This is an optimization exercise on Yosys and OpenROAD, whose aim is small area, a short achievable clock period and few clock cycles per item, not a production implementation.
Where RTL was checked, it was by simulation tests only, not by an equivalence proof against the original.

==> job 3579: inputs <==
==> flow/design.v (excerpt) <==
module RGB2YUV (start, clk, rst_n, inportR, inportG, inportB, done, outportY, outportU, outportV);
clock: 10.0 ns
lec_check: 0
cap_margin: 20
core_margin: 2
core_utilization: 85
place_density: 0.9
setup_slack_margin: 5
slew_margin: 20
synth_hierarchical: 1
synth_minimum_keep_size: 0
run.sh (not shown) runs the stock make flow with config.mk's settings and CLKGATE_MAP_FILE= SYNTH_SCRIPT=/design/flow/synth_recipe.tcl, a recipe that flattens the netlist after the stock synthesis.
==> job 3585: changes against job 3579 <==
--- a/flow/config.mk
+++ b/flow/config.mk
@@ -7,9 +7,7 @@
 export LEC_CHECK = 0
 export CAP_MARGIN = 20
 export CORE_MARGIN = 2
-export CORE_UTILIZATION = 85
-export PLACE_DENSITY = 0.9
-export SETUP_SLACK_MARGIN = 5
+export CORE_UTILIZATION = 70
 export SLEW_MARGIN = 20
 export SYNTH_HIERARCHICAL = 1
 export SYNTH_MINIMUM_KEEP_SIZE = 0
==> job 7025: changes against job 3579 <==
--- a/flow/config.mk
+++ b/flow/config.mk
@@ -7,8 +7,7 @@
 export LEC_CHECK = 0
 export CAP_MARGIN = 20
 export CORE_MARGIN = 2
-export CORE_UTILIZATION = 85
-export PLACE_DENSITY = 0.9
+export CORE_UTILIZATION = 70
 export SETUP_SLACK_MARGIN = 5
 export SLEW_MARGIN = 20
 export SYNTH_HIERARCHICAL = 1
==> comparison table <==
WL met1: job 3579 -; job 7025 4990 µm; job 3585 3860 µm
Path depth of the worst reg2reg path: job 3579 -; job 7025 2; job 3585 2
Most repeated library cell on the critical path: job 3579 -; job 7025 sky130_fd_sc_hd__fa_2; job 3585 sky130_fd_sc_hd__fa_1
Clock transition at the registers of the reported paths: job 3579 -; job 7025 120 ps; job 3585 90 ps
Count of fill cells added during filler insertion: job 3579 -; job 7025 176; job 3585 399
Number of global-route vias before repair: job 3579 -; job 7025 4069; job 3585 3644
Multi-input gate area in the final layout: job 3579 -; job 7025 4370 µm²; job 3585 3950 µm²
Layout cell share with drive strength beyond 1: job 3579 -; job 7025 0.404; job 3585 0.0639
Crit Reg-Reg Endpoint: job 3579 -; job 7025 outportU[7]; job 3585 outportU[7]
WL met3: job 3579 -; job 7025 1620 µm; job 3585 467 µm
GR Layer Usage met2: job 3579 -; job 7025 0.665; job 3585 0.591
Buffers, non-clock: job 3579 -; job 7025 95; job 3585 58
Outcome: job 3579 stopped before the end; job 7025 no timing/DRC/antenna violations; job 3585 no timing/DRC/antenna violations
Stage where the flow stopped: job 3579 global placement; job 7025 -; job 3585 -
Launching instance or port of the critical path: job 3579 -; job 7025 inportR[5]; job 3585 inportG[6]
Last weighted congestion value of the routability-driven placer: job 3579 -; job 7025 0.932; job 3585 0.916
Post-detailed-route via-to-cell ratio: job 3579 -; job 7025 6.77; job 3585 5.81
CTS root buf: job 3579 -; job 7025 sky130_fd_sc_hd__clkbuf_8; job 3585 sky130_fd_sc_hd__clkbuf_8
No run of this note included a check of the RTL's function; only the layout flow was run.

---

==> v11: inputs <==
Another version of the RTL of RGB2YUV (not shown whole).
## RGB2YUV
module RGB2YUV (start, clk, rst_n, inportR, inportG, inportB, done, outportY, outportU, outportV);
make LEC_CHECK=0 CAP_MARGIN=20 CORE_MARGIN=2 CORE_UTILIZATION=70 SETUP_SLACK_MARGIN=3 SLEW_MARGIN=20 SYNTH_HIERARCHICAL=1 SYNTH_MINIMUM_KEEP_SIZE=0 finish   # period 10.0 ns
==> v25 (differences from v11) <==
--- a/flow/config.mk
+++ b/flow/config.mk
@@ -9,5 +9,5 @@
 export CORE_MARGIN = 2
 export CORE_UTILIZATION = 70
-export SETUP_SLACK_MARGIN = 3
+export SETUP_SLACK_MARGIN = 5
 export SLEW_MARGIN = 20
 export SYNTH_HIERARCHICAL = 1
==> v5 (differences from v11) <==
--- a/flow/config.mk
+++ b/flow/config.mk
@@ -8,6 +8,6 @@
 export CAP_MARGIN = 20
 export CORE_MARGIN = 2
-export CORE_UTILIZATION = 70
-export SETUP_SLACK_MARGIN = 3
+export CORE_UTILIZATION = 55
+export SETUP_SLACK_MARGIN = 4.5
 export SLEW_MARGIN = 20
 export SYNTH_HIERARCHICAL = 1
==> notes <==
v5 produced a clean layout. v25 aborted during 5_1_grt. v11 produced a clean layout.
Of v11 and v5, v5 has the higher final cell count (gap 9.3%, measured against v5).
Against v5, the worst setup slack of v11 is lower by 1.1 ns.
Of v11 and v5, v5 has the higher via count (gap 1.1%, measured against v5).
Against v5, the cell area of v11 is smaller by about 10%.
Clock skew is the same in v5 and v11.
In v11 the clock-buffer cell count is higher than in v5, by 1.
==> figures <==
Multi-input gate share of the layout cell area: v25 -; v5 67.7%; v11 71.4%
Skew final: v25 -; v5 0 ns; v11 0 ns
Final period utilization: v25 -; v5 55.6%; v11 66.6%
R2R setup slack: v25 -; v5 8.95 ns; v11 9.00 ns
Run status: v25 did not finish; v5 no timing/DRC/antenna violations; v11 no timing/DRC/antenna violations
Stage where the flow stopped: v25 5_1_grt; v5 -; v11 -
Clock period minus worst slack: v25 -; v5 5.56 ns; v11 6.66 ns
Worst hold path endpoint: v25 -; v5 outportY[0]; v11 outportV[3]
Crit path setup slack, layout: v25 -; v5 4.44 ns; v11 3.34 ns
Sequential portion of the cell area: v25 -; v5 10.3%; v11 11.5%
Non-clock buffers, area share: v25 -; v5 14.7%; v11 9.97%
Max-Slew Margin vs Limit: v25 -; v5 44.2%; v11 50.1%
Biggest cell delay along the critical path: v25 -; v5 0.55 ns; v11 0.75 ns
Testbench counts of v11, summed over its fixed seeds: cycles 3,208, items 3,200.
Testbench counts of v25, summed over its fixed seeds: cycles 3,208, items 3,200.
Testbench counts of v5, summed over its fixed seeds: cycles 3,208, items 3,200.

---

==> job 8580: inputs <==
==> flow/design.v <==
`timescale 1ns/1ps
module RGB2YUV (start, clk, rst_n, inportR, inportG, inportB, done, outportY, outportU, outportV);
	input start, clk, rst_n;
	input [8:0] inportR, inportG, inportB;
	output done;
	output reg [8:0] outportY, outportU, outportV;
	function [8:0] m;
		input [8:0] x;
		input [8:0] c;
		reg signed [17:0] p;
		begin
			p = $signed({{9{x[8]}}, x}) * $signed({{9{c[8]}}, c});
			m = p[16:8];
		end
	endfunction
	wire [8:0] y = m(inportR, 9'd76) + m(inportG, 9'd150) + m(inportB, 9'd29);
	wire [8:0] u = 9'd128 + m(inportB, 9'd128) + m(inportR, 9'h1D5) + m(inportG, 9'h1AC);
	wire [8:0] v = m(inportR, 9'd128) + m(inportG, 9'h195) + 9'd128 + m(inportB, 9'h1EC);
	assign done = start;
	always @(posedge clk or negedge rst_n) begin
		if (!rst_n) begin
			outportY <= 9'd0;
			outportU <= 9'd0;
			outportV <= 9'd0;
		end else if (start) begin
			outportY <= y;
			outportU <= u;
			outportV <= v;
		end
	end
endmodule
==> flow/run.sh <==
#!/bin/bash
# synth_recipe.tcl (not shown) runs the flow's synth.tcl, then flattens the netlist and writes it again
# the make line also repeats each setting of config.mk as NAME=value (left out here)
make -C /OpenROAD-flow-scripts/flow DESIGN_CONFIG=/design/flow/config.mk WORK_HOME=/design/flow/orfs CLKGATE_MAP_FILE= SYNTH_SCRIPT=/design/flow/synth_recipe.tcl finish
==> flow/config.mk <==
export PLATFORM = sky130hd
export DESIGN_NAME = RGB2YUV
export DESIGN_NICKNAME = RGB2YUV
export VERILOG_FILES = /design/flow/design.v
export SDC_FILE = /design/flow/constraint.sdc
export NUM_CORES = 4
export LEC_CHECK = 0
export CAP_MARGIN = 20
export CORE_MARGIN = 2
export CORE_UTILIZATION = 40
export SLEW_MARGIN = 20
==> flow/constraint.sdc <==
create_clock -name core_clock -period 10.0 [get_ports {clk}]
set_input_delay 2.0000 -clock core_clock [delete_from_list [all_inputs] [get_ports {clk}]]
set_output_delay 2.0000 -clock core_clock [all_outputs]
set_load 0.01 [all_outputs]
==> job 4735: changes against job 8580 <==
==> flow/design.v (replaced) <==
module Add(A, B, Add);
	input signed [9-1:0] A, B;
	output [9-1:0] Add;
	assign Add = A + B;
endmodule
module MUX2 (
	input [9-1:0] A, B,
	input S,
	output reg [9-1:0] Y
);
	always @(*) begin
		case (S)
			1'b0: Y = A;
			1'b1: Y = B;
			default : Y = A;
		endcase
	end
endmodule
module MUX3 (
	input [9-1:0] A, B, C,
	input [1:0] S,
	output reg [9-1:0] Y
);
	always @(*) begin
		case (S)
			2'b00: Y = A;
			2'b01: Y = B;
			2'b10: Y = C;
			default : Y = A;
		endcase
	end
endmodule
module MUX4 (
	input [9-1:0] A, B, C, D,
	input [1:0] S,
	output reg [9-1:0] Y
);
	always @(*) begin
		case (S)
			2'b00: Y = A;
			2'b01: Y = B;
			2'b10: Y = C;
			2'b11: Y = D;
		endcase
	end
endmodule
module Mul(A, B, Mul);
	input signed [9-1:0] A, B; 
	output [9-1:0] Mul;
	wire s;
	wire [7:0] N;
	assign {s, Mul, N} = A * B;
endmodule
module ROM (clk, addr, data);
	input clk;
	input [2:0] addr;
	output reg [8:0] data;
	always @(*) 
	begin
		case(addr)
		3'b000: data <= 9'b001001100;
		3'b001: data <= 9'b010010110;
		3'b010: data <= 9'b111010101;
		3'b011: data <= 9'b110101100;
		3'b100: data <= 9'b010000000;
		3'b101: data <= 9'b110010101;
		3'b110: data <= 9'b111101100;
		3'b111: data <= 9'b000011101;
		endcase
	end
endmodule
module Register (
	input [9-1:0] D,
	input reset, clk, load,
	output reg [9-1:0] Q
);
	always @(posedge clk or negedge reset) begin
		if(!reset)
			Q <= 9'b0;
		else if(load)
			Q <= D;
	end
endmodule
`timescale 1ns/1ps
module Controller ( start, rst_n, clk, done, control);
	input start, rst_n, clk;
	output reg done;
	output reg [21:0] control;
	reg [3:0] Current_State, Next_State;
	always @(posedge clk or negedge rst_n) begin
		if(!rst_n) Current_State <= 4'b0000;
		else Current_State <= Next_State;
	end
	always @(Current_State or start) 
	begin
		case (Current_State)
			4'b0000:
			begin
				control = 22'b1_1_1_0_0_0_000_00_00_00_0_00_0_0_0_0;
				done = 1'b0;
				if(~start) Next_State = 4'b0000;
				else Next_State = 4'b0001;
			end
			4'b0001:
			begin
				control = 22'b0_0_0_1_0_0_000_10_00_00_0_00_0_0_0_0; 
				done = 1'b0;
				Next_State = 4'b0010;
			end
			4'b0010:
			begin
				control = 22'b0_0_0_0_1_0_001_01_00_00_0_00_0_0_0_0;
				done = 1'b0;
				Next_State = 4'b0011;
			end
			4'b0011:
			begin
				control = 22'b0_0_0_1_1_0_010_10_10_11_0_00_0_1_0_0;
				done = 1'b0;
				Next_State = 4'b0100;
			end
			4'b0100:
			begin
				control = 22'b0_0_0_0_0_1_011_01_00_00_0_00_0_0_0_0;
				done = 1'b0;
				Next_State = 4'b0101;
			end
			4'b0101:
			begin
				control = 22'b0_0_0_0_1_1_100_00_01_00_0_00_0_0_0_1;
				done = 1'b0;
				Next_State = 4'b0110;
			end
			4'b0110:
			begin
				control = 22'b1_0_0_0_1_0_100_10_00_11_1_00_0_0_0_0;
				done = 1'b0;
				Next_State = 4'b0111;
			end
			4'b0111:
			begin
				control = 22'b1_1_0_0_0_0_101_01_11_00_1_01_0_0_0_0;
				done = 1'b0;
				Next_State = 4'b1000;
			end
			4'b1000:
			begin
				control = 22'b0_1_0_0_1_0_110_00_01_10_0_01_0_0_1_0;
				done = 1'b0;
				Next_State = 4'b1001;
			end
			4'b1001:
			begin
				control = 22'b0_1_1_0_0_0_111_00_00_10_0_01_1_0_0_0;
				done = 1'b0;
				Next_State = 4'b1010;
			end
			4'b1010:
			begin
				control = 22'b0_1_0_0_0_0_000_00_10_10_0_10_0_0_0_0;
				done = 1'b0;
				Next_State = 4'b1011;
			end
			4'b1011:
			begin
				control = 22'b0_0_1_0_0_0_000_00_01_01_0_00_1_0_0_0; 
				done = 1'b1;
				Next_State = 4'b0000;
			end
			default:
				begin
					control= 22'b0_0_1_0_0_0_000_00_01_01_0_00_1_0_0_0;
					done = 1'b1;
					Next_State = 4'b0000;
				end
		endcase
	end
endmodule
`timescale 1ns/1ps
module Datapath ( inportR, inportG, inportB, control, clk, rst_n, outportY, outportU, outportV, done );
	input [9-1:0] inportR, inportG, inportB;
	input [21:0] control;
	input clk, rst_n, done;
	output [9-1:0] outportY, outportU, outportV;
	wire [9-1:0] M1_OUT, M2_OUT, M3_OUT, M4_OUT, M5_OUT, M6_OUT, M7_OUT;
	wire [9-1:0] M8_OUT, M9_OUT, Fadd, Fmul, R1, R2, R3, R4, R5, R6, data;
	Register r1( .D(M4_OUT), .reset(rst_n), .clk(clk), .load(control[21:21]), .Q(R1) );
	Register r2( .D(M5_OUT), .reset(rst_n), .clk(clk), .load(control[20:20]), .Q(R2) );
	Register r3( .D(M6_OUT), .reset(rst_n), .clk(clk), .load(control[19:19]), .Q(R3) );
	Register r4( .D(M7_OUT), .reset(rst_n), .clk(clk), .load(control[18:18]), .Q(R4) );
	Register r5( .D(M8_OUT), .reset(rst_n), .clk(clk), .load(control[17:17]), .Q(R5) );
	Register r6( .D(M9_OUT), .reset(rst_n), .clk(clk), .load(control[16:16]), .Q(R6) );
	MUX3 M1 ( .A(R3), .B(R2), .C(R1), .S(control[12:11]), .Y(M1_OUT) );
	MUX4 M2 ( .A(9'b010000000), .B(R5), .C(R4), .D(R1), .S(control[10:9]), .Y(M2_OUT) );
	MUX4 M3 ( .A(R6), .B(R3), .C(R2), .D(R5), .S(control[8:7]), .Y(M3_OUT) );
	MUX2 M4 ( .A(inportR), .B(Fadd), .S(control[6:6]), .Y(M4_OUT) );
	MUX3 M5 ( .A(inportG), .B(Fmul), .C(Fadd), .S(control[5:4]), .Y(M5_OUT) );
	MUX2 M6 ( .A(inportB), .B(Fadd), .S(control[3:3]), .Y(M6_OUT) );
	MUX2 M7 ( .A(Fmul), .B(Fadd), .S(control[2:2]), .Y(M7_OUT) );
	MUX2 M8 ( .A(Fmul), .B(Fadd), .S(control[1:1]), .Y(M8_OUT) );
	MUX2 M9 ( .A(Fmul), .B(Fadd), .S(control[0:0]), .Y(M9_OUT) );
	Mul FU1 ( .A(M1_OUT), .B(data), .Mul(Fmul) );
	Add FU2 ( .A(M2_OUT), .B(M3_OUT), .Add(Fadd) );
	ROM FU3 ( .clk(clk), .addr(control[15:13]), .data(data) );
	Register r7(R2, rst_n, clk, done, outportY);
	Register r9(R1, rst_n, clk, done, outportU);
	Register r8(Fadd, rst_n, clk, done, outportV);
endmodule
`timescale 1ns/1ps
module RGB2YUV (start, clk, rst_n, inportR, inportG, inportB, done, outportY, outportU, outportV);
	input start, clk, rst_n;
	input [9-1:0] inportR, inportG, inportB;
	output done;
	output [9-1:0] outportY, outportU, outportV;
	wire [21:0] control;
	Controller Controller( .start(start), .rst_n(rst_n), .clk(clk), .done(done), .control(control) );
	Datapath Datapath( .inportR(inportR), .inportG(inportG), .inportB(inportB), .control(control), .clk(clk), 
	.rst_n(rst_n), .outportY(outportY), .outportU(outportU), .outportV(outportV) ,.done(done) );
endmodule
==> results.sh <==
export IMPL_design_seq_count=85
export IMPL_r2r_start="Controller.Current_State[0]"
export IMPL_taps=260
export IMPL_synth_area_mux_share=0.02987
export IMPL_yosysUniqueCellTypes=55
export IMPL_fin_ws_ns=1.800
export IMPL_grt_pass1_vias=6579
export IMPL_synth_xor_area_frac=0.03409
export IMPL_status="no timing/DRC/antenna violations"
export IMPL_gp_congestion=0.9684
Source of the figures above: job 4735

==> results.sh <==
export IMPL_status="no timing/DRC/antenna violations"
export IMPL_hold_viol=0
export IMPL_grt_pass1_vias=6589
export IMPL_worst_slew_pin_slew_ns=0.6589
export IMPL_cp_depth=27
export IMPL_synth_xor_area_frac=0.08715
export IMPL_final_common_cell="inv_1"
export IMPL_num_vias=6296
export IMPL_taps=285
export IMPL_design_seq_count=27
export IMPL_rr_worst_depth=3
export IMPL_yosysUniqueCellTypes=52
export IMPL_yosys_area_share_simple=0.06676
export IMPL_fin_ws_ns=1.703
export IMPL_synth_area_mux_share=0.03236
export IMPL_r2r_start="outportU[8]"
Source of the figures above: job 8580

The RTL of job 8580 was laid out without a check of its function.

## re-timing with driven ports
In the flow no input, the clock included, has a driving cell. The finished layouts below were timed again as built, in two steps. Step 1 (the two cells are an assumption about what drives the block):
set clk [get_ports {clk}]
set_driving_cell -lib_cell sky130_fd_sc_hd__clkbuf_16 $clk
set_driving_cell -lib_cell sky130_fd_sc_hd__buf_2 [delete_from_list [all_inputs] $clk]
Step 2 adds t to the input delays and takes it off the output delays; t is the mean of the earliest and latest rising clock arrival at the registers after step 1. Input paths then give back, and output paths get back, about the clock's delay inside the block. Slacks: ideal ports / drivers / drivers and shift; pairs: ideal ports / drivers.
run | t, ns | setup slack, ns | hold WS [ns] | latest minus earliest clock arrival (ns) | pins driven straight from the clock port
job 3585 | 0.297 | 2.542 / 2.547 / 2.249 | 0.513 / 0.513 / 0.513 | 0.003 / 0.003 | 1
job 7025 | 0.315 | 3.641 / 3.602 / 3.287 | 0.523 / 0.523 / 0.523 | 0.006 / 0.005 | 1
v11 | 0.294 | 3.344 / 3.349 / 3.054 | 0.516 / 0.516 / 0.516 | 0.009 / 0.009 | 1
v5 | 0.309 | 4.440 / 4.408 / 4.099 | 0.508 / 0.508 / 0.508 | 0.016 / 0.016 | 1
job 8580 | 0.307 | 1.703 / 1.715 / 1.408 | 0.512 / 0.512 / 0.512 | 0.002 / 0.003 | 1
job 4735 | 0.387 | 1.800 / 1.800 / 1.800 | 0.471 / 0.471 / 0.471 | 0.009 / 0.009 | 1
After both steps setup and hold are still met in every run listed. The setup slack of job 7025, which loses most, moves by -0.039 ns with the drivers and by -0.354 ns with both steps.
